Source: an optimization exercise on an open RTL-to-GDS flow (aim: small area). Production flows keep margins and buffers that such runs may drop. In this exercise RTL edits were held to simulation tests only and were not proved equivalent to the original. Power is estimated from default activity; no workload was simulated. No driver is modelled on the clock port, so clocking that relies on it looks cheaper here than on a real chip.

// spi_slave_gpio_regmap
module spi_slave_gpio_regmap (
  input  logic       clk,
  input  logic       rst_n,
  input  logic       cs,        
  input  logic       sclk,
  input  logic       mosi,
  output logic       miso,
  input  logic [7:0] gpio_in,
  output logic [7:0] gpio_out
);
  localparam logic [7:0] ID_VALUE = 8'hA5;
  logic sclk_d1, sclk_d2;
  logic cs_d1,   cs_d2;
  logic mosi_d1, mosi_d2;
  always_ff @(posedge clk or negedge rst_n) begin
    if (!rst_n) begin
      cs_d1 <= 1; cs_d2 <= 1;
    end else begin
      cs_d1 <= cs;
      cs_d2 <= cs_d1;
    end
  end
  always_ff @(posedge clk) begin
    sclk_d1 <= sclk;
    sclk_d2 <= sclk_d1;
    mosi_d1 <= mosi;
    mosi_d2 <= mosi_d1;
  end
  wire sclk_rise =  sclk_d1 & ~sclk_d2;
  wire sclk_fall = ~sclk_d1 &  sclk_d2;
  wire cs_active = ~cs_d2;
  logic [2:0] bit_cnt;
  logic [1:0] byte_cnt;
  logic [7:0] shift_in;
  logic       rw;
  logic [7:0] addr;
  logic [7:0] gpio_reg;
  logic       wpend;
  logic [4:0] phase;
  logic       sweep;
  logic [7:0] dbuf;
  logic [7:0] dbuf_nx;
  logic [3:0] nout;       
  wire rise_act  = cs_active & sclk_rise;
  wire fall_act  = cs_active & sclk_fall;
  wire byte_done = rise_act & (bit_cnt == 3'd7);
  wire [7:0] full_byte = {shift_in[6:0], mosi_d2};
  wire ld_addr = byte_done & (byte_cnt == 2'd1);
  wire rd_load = ld_addr & ~rw;
  wire wr_evt  = byte_done & (byte_cnt == 2'd2) & rw;
  wire [7:0] addr_nx = ld_addr ? full_byte : addr;
  wire       wact  = wr_evt | wpend;
  logic [7:0]  r_oh, r_oh_n;
  logic [15:0] p_oh;
  wire       wslot = p_oh[0];
  logic [255:0] ring [0:7];
  logic [7:0]   ins;
  genvar gr;
  generate
  ...
export LEC_CHECK = 0
export CAP_MARGIN = 20
export CORE_MARGIN = 2
export CORE_UTILIZATION = 72
export PLACE_DENSITY = 0.82
export SLEW_MARGIN = 20
export SYNTH_HIERARCHICAL = 1
create_clock -name core_clock -period 10.0 [get_ports {clk}]
standard.sh (not shown) runs the stock make flow with config.mk's settings and CLKGATE_MAP_FILE= SYNTH_SCRIPT=/design/flow/synth_recipe.tcl, a recipe that flattens the netlist after the stock synthesis.
==> flow/flow/run.sh <==
#!/bin/bash
# Standard layout, with clock tree synthesis told not to add dummy loads and
# the port buffers made with the smallest buffer.
set -euo pipefail
export CTS_ARGS="-sink_clustering_enable -repair_clock_nets -buf_list sky130_fd_sc_hd__clkbuf_4 -sink_clustering_buffer sky130_fd_sc_hd__clkbuf_8 -sink_clustering_size 20 -sink_clustering_max_diameter 60 -dont_use_dummy_load"
export BUFFER_PORTS_ARGS="-buffer_cell sky130_fd_sc_hd__buf_1"
bash standard.sh > standard_flow.log 2>&1
The baseline went through all stages and came out clean.
Rerun with:
--- a/flow/config.mk
+++ b/flow/config.mk
@@ -7,7 +7,7 @@
 export LEC_CHECK = 0
-export CAP_MARGIN = 20
+export CAP_MARGIN = 0
 export CORE_MARGIN = 2
-export CORE_UTILIZATION = 72
-export PLACE_DENSITY = 0.82
-export SLEW_MARGIN = 20
+export CORE_UTILIZATION = 65
+export PLACE_DENSITY = 0.75
+export SLEW_MARGIN = 0
 export SYNTH_HIERARCHICAL = 1
Outcome:
- The new run finished with timing, DRC and antenna clean
- critical path depth goes up by 1
- worst hold slack degrades by 110 ps
- wire length goes down by 8.4%
- final cell count goes up by 2.5%

========
spi_slave_gpio_regmap, a different RTL version from the one above (not shown whole).
For scale: roughly 2100 flip-flops, about 47000 µm² of cells after synthesis.
clock: 10.0 ns
lec_check: 0
cap_margin: 20
core_margin: 2
core_utilization: 65
place_density: 0.75
slew_margin: 20
synth_hierarchical: 1
==> flow/flow/run.sh <==
#!/bin/bash
# Standard layout, with clock tree synthesis told not to add dummy loads and
# the port buffers made with the smallest buffer.
set -euo pipefail
export CTS_ARGS="-sink_clustering_enable -repair_clock_nets -buf_list sky130_fd_sc_hd__clkbuf_4 -sink_clustering_buffer sky130_fd_sc_hd__clkbuf_16 -sink_clustering_size 36 -sink_clustering_max_diameter 70 -dont_use_dummy_load"
export BUFFER_PORTS_ARGS="-buffer_cell sky130_fd_sc_hd__buf_1"
bash standard.sh > standard_flow.log 2>&1
Edit:
==> flow/flow/run.sh (replaced) <==
#!/bin/bash
# Standard layout, with clock tree synthesis told not to add dummy loads and
# the port buffers made with the smallest buffer.
set -euo pipefail
export CTS_ARGS="-sink_clustering_enable -repair_clock_nets -buf_list sky130_fd_sc_hd__clkbuf_8 -sink_clustering_buffer sky130_fd_sc_hd__clkbuf_16 -sink_clustering_size 30 -sink_clustering_max_diameter 60 -dont_use_dummy_load"
export BUFFER_PORTS_ARGS="-buffer_cell sky130_fd_sc_hd__buf_1"
bash standard.sh > standard_flow.log 2>&1
Area after synthesis is unchanged.
Register-to-register slack improves by 20 ps.
Final cell count grows by 0.43%.
Sequential share of layout area shrinks by 0.82 points.
Setup slack improves by 20 ps.
Clock-buffer cell count grows by 17.
Flip-flop and latch count stays the same.
Power grows by 3.4%.
Routed wire length grows by 0.97%.
Design area grows by 0.97%.
Edit:
==> flow/flow/run.sh (replaced) <==
#!/bin/bash
# Standard layout, with clock tree synthesis told not to add dummy loads and
# the port buffers made with the smallest buffer.
set -euo pipefail
export CTS_ARGS="-sink_clustering_enable -repair_clock_nets -buf_list sky130_fd_sc_hd__clkbuf_8 -sink_clustering_size 20 -sink_clustering_max_diameter 60 -dont_use_dummy_load"
export BUFFER_PORTS_ARGS="-buffer_cell sky130_fd_sc_hd__buf_1"
bash standard.sh > standard_flow.log 2>&1
CORE_UTILIZATION = 75   (was 65)
PLACE_DENSITY = 0.85   (was 0.75)
Effect:
- routed wire length is higher by 13%
- power is lower by 3.3%
- worst setup slack degrades by 380 ps
- synthesized area is unchanged
- hold slack improves by 28 ps
- non-clock buffer count is lower by 2
- cell count is lower by 2.3%
Edit:
==> flow/flow/run.sh (replaced) <==
#!/bin/bash
# Standard layout, with clock tree synthesis told not to add dummy loads and
# the port buffers made with the smallest buffer.
set -euo pipefail
export CTS_ARGS="-sink_clustering_enable -repair_clock_nets -buf_list sky130_fd_sc_hd__clkbuf_8 -sink_clustering_buffer sky130_fd_sc_hd__clkbuf_4 -sink_clustering_size 11 -sink_clustering_max_diameter 45 -dont_use_dummy_load"
export BUFFER_PORTS_ARGS="-buffer_cell sky130_fd_sc_hd__buf_1"
bash standard.sh > standard_flow.log 2>&1
CORE_UTILIZATION = 65   (was 75)
PLACE_DENSITY = 0.75   (was 0.85)
Final area came out higher by 0.52%.
Worst setup slack improves by 530 ps.
Total power hardly moves.
Routed wire length came out lower by 13%.

========
the reference run:
Starting RTL as in the previous note.
Design spi_slave_gpio_regmap, start of the top module:
module spi_slave_gpio_regmap (
  input  logic       clk,
  input  logic       rst_n,
  input  logic       cs,        
  input  logic       sclk,
  input  logic       mosi,
  output logic       miso,
  input  logic [7:0] gpio_in,
  output logic [7:0] gpio_out
);
==> flow/config.mk <==
export PLATFORM = sky130hd
export DESIGN_NAME = spi_slave_gpio_regmap
export DESIGN_NICKNAME = spi_slave_gpio_regmap
export VERILOG_FILES = /design/flow/design.v
export SDC_FILE = /design/flow/constraint.sdc
export NUM_CORES = 4
export LEC_CHECK = 0
export CAP_MARGIN = 20
export CORE_MARGIN = 2
export CORE_UTILIZATION = 65
export PLACE_DENSITY = 0.75
export SLEW_MARGIN = 20
export SYNTH_HIERARCHICAL = 1
==> flow/constraint.sdc <==
create_clock -name core_clock -period 10.0 [get_ports {clk}]
set_input_delay 2.0000 -clock core_clock [delete_from_list [all_inputs] [get_ports {clk}]]
set_output_delay 2.0000 -clock core_clock [all_outputs]
set_load 0.01 [all_outputs]
==> flow/flow/run.sh <==
#!/bin/bash
# Standard layout, with clock tree synthesis told not to add dummy loads and
# the port buffers made with the smallest buffer.
set -euo pipefail
export CTS_ARGS="-sink_clustering_enable -repair_clock_nets -buf_list sky130_fd_sc_hd__clkbuf_8 -sink_clustering_size 18 -sink_clustering_max_diameter 60 -dont_use_dummy_load"
export BUFFER_PORTS_ARGS="-buffer_cell sky130_fd_sc_hd__buf_1"
bash standard.sh > standard_flow.log 2>&1
What the trial run does differently from the reference run at the input level:
==> flow/flow/run.sh <==
#!/bin/bash
# Standard layout, with clock tree synthesis told not to add dummy loads and
# the port buffers made with the smallest buffer.
set -euo pipefail
export CTS_ARGS="-sink_clustering_enable -repair_clock_nets -buf_list sky130_fd_sc_hd__clkbuf_4 -sink_clustering_size 10 -sink_clustering_max_diameter 40 -dont_use_dummy_load"
export BUFFER_PORTS_ARGS="-buffer_cell sky130_fd_sc_hd__buf_1"
bash standard.sh > standard_flow.log 2>&1
The flow did not stop early for the trial run: all stages ran, and the layout cleared the timing, DRC and antenna checks. Between the reference run and the trial run, the difference in fraction of cell area in non-clock buffers is negligible. In the flow results for the reference run and the trial run, the switching power share of the total is larger on the trial run. The cell at the slowest stage of the critical path comes out sky130_fd_sc_hd__buf_4 in one run and sky130_fd_sc_hd__a222oi_1 in the other, namely in the reference run and the trial run respectively. As of the trial run, total detailed-routing wirelength had fallen slightly compared to the reference run. Status: global-route track usage on met1 parity (the reference run, the trial run). Going from the reference run to the trial run, clock network power shrinks by about 4%. The trial run vs. the reference run: count of clock-buffer cells in the layout saw an increase, worst slew slack as a fraction of its limit saw little to no change, setup slack saw a decrease.

========
Starting RTL as in the previous note.
export LEC_CHECK = 0
export CAP_MARGIN = 20
export CORE_MARGIN = 2
export CORE_UTILIZATION = 65
export GPL_TIMING_DRIVEN = 0
export PLACE_DENSITY = 0.75
export SLEW_MARGIN = 20
export SYNTH_HIERARCHICAL = 1
create_clock -name core_clock -period 10.0 [get_ports {clk}]
==> flow/flow/run.sh <==
#!/bin/bash
# Standard layout, with clock tree synthesis told not to add dummy loads and
# the port buffers made with the smallest buffer.
set -euo pipefail
export CTS_ARGS="-sink_clustering_enable -repair_clock_nets -buf_list sky130_fd_sc_hd__clkbuf_8 -sink_clustering_size 20 -sink_clustering_max_diameter 60 -dont_use_dummy_load"
export BUFFER_PORTS_ARGS="-buffer_cell sky130_fd_sc_hd__buf_1"
bash standard.sh > standard_flow.log 2>&1
The first run produced a clean layout.
Then changed:
GPL_TIMING_DRIVEN = unset   (was 0)
Effect: Fmax increases by 9.8%; non-clock buffer count decreases by 10; sequential share of layout area increases by 0.52 points; power barely changes; setup slack gains 0.64 ns; cell area decreases by 0.60%; hold slack gains 0.014 ns; sequential power stays flat; wire length increases by 1.6%; synthesized cell count stays the same; via count decreases by 0.74%.

afterwards: timing with drivers on the ports:
Ports are ideal in the flow. The routed layouts listed here were re-timed in OpenROAD.
Step 1 assumes that a clkbuf_16 drives the clock port and a buf_2 every other input.
Step 2, shift: input delay + t, output delay - t, t = (earliest + latest rising clock arrival at the registers) / 2. This alone moves slack from input paths to output paths.
a / b / c = ideal ports / drivers / drivers and shift; a / b = the first two.
run	t, ns	setup WS [ns]	clock arrival spread, ns	worst register clock-pin slew, ns
the first run of note 1	1.015	2.762 / 2.762 / 2.762	0.148 / 0.147	0.12 / 0.12
the second run of note 1	0.997	2.769 / 2.769 / 2.769	0.218 / 0.218	0.12 / 0.12
the first run of note 2	1.029	3.415 / 3.415 / 3.415	0.150 / 0.150	0.13 / 0.13
the second run of note 2	0.799	3.435 / 3.435 / 3.435	0.126 / 0.127	0.11 / 0.11
the third run of note 2	0.789	3.058 / 3.058 / 3.058	0.111 / 0.111	0.12 / 0.12
the fourth run of note 2	0.840	3.584 / 3.584 / 3.584	0.101 / 0.100	0.12 / 0.12
the reference run	0.831	3.586 / 3.586 / 3.586	0.078 / 0.077	0.11 / 0.11
the trial run	1.075	3.566 / 3.566 / 3.566	0.140 / 0.140	0.11 / 0.11
the first run of note 4	0.764	2.875 / 2.875 / 2.875	0.109 / 0.109	0.12 / 0.12
the second run of note 4	0.784	3.513 / 3.513 / 3.513	0.126 / 0.126	0.12 / 0.12
After both steps every run listed still meets setup and hold.
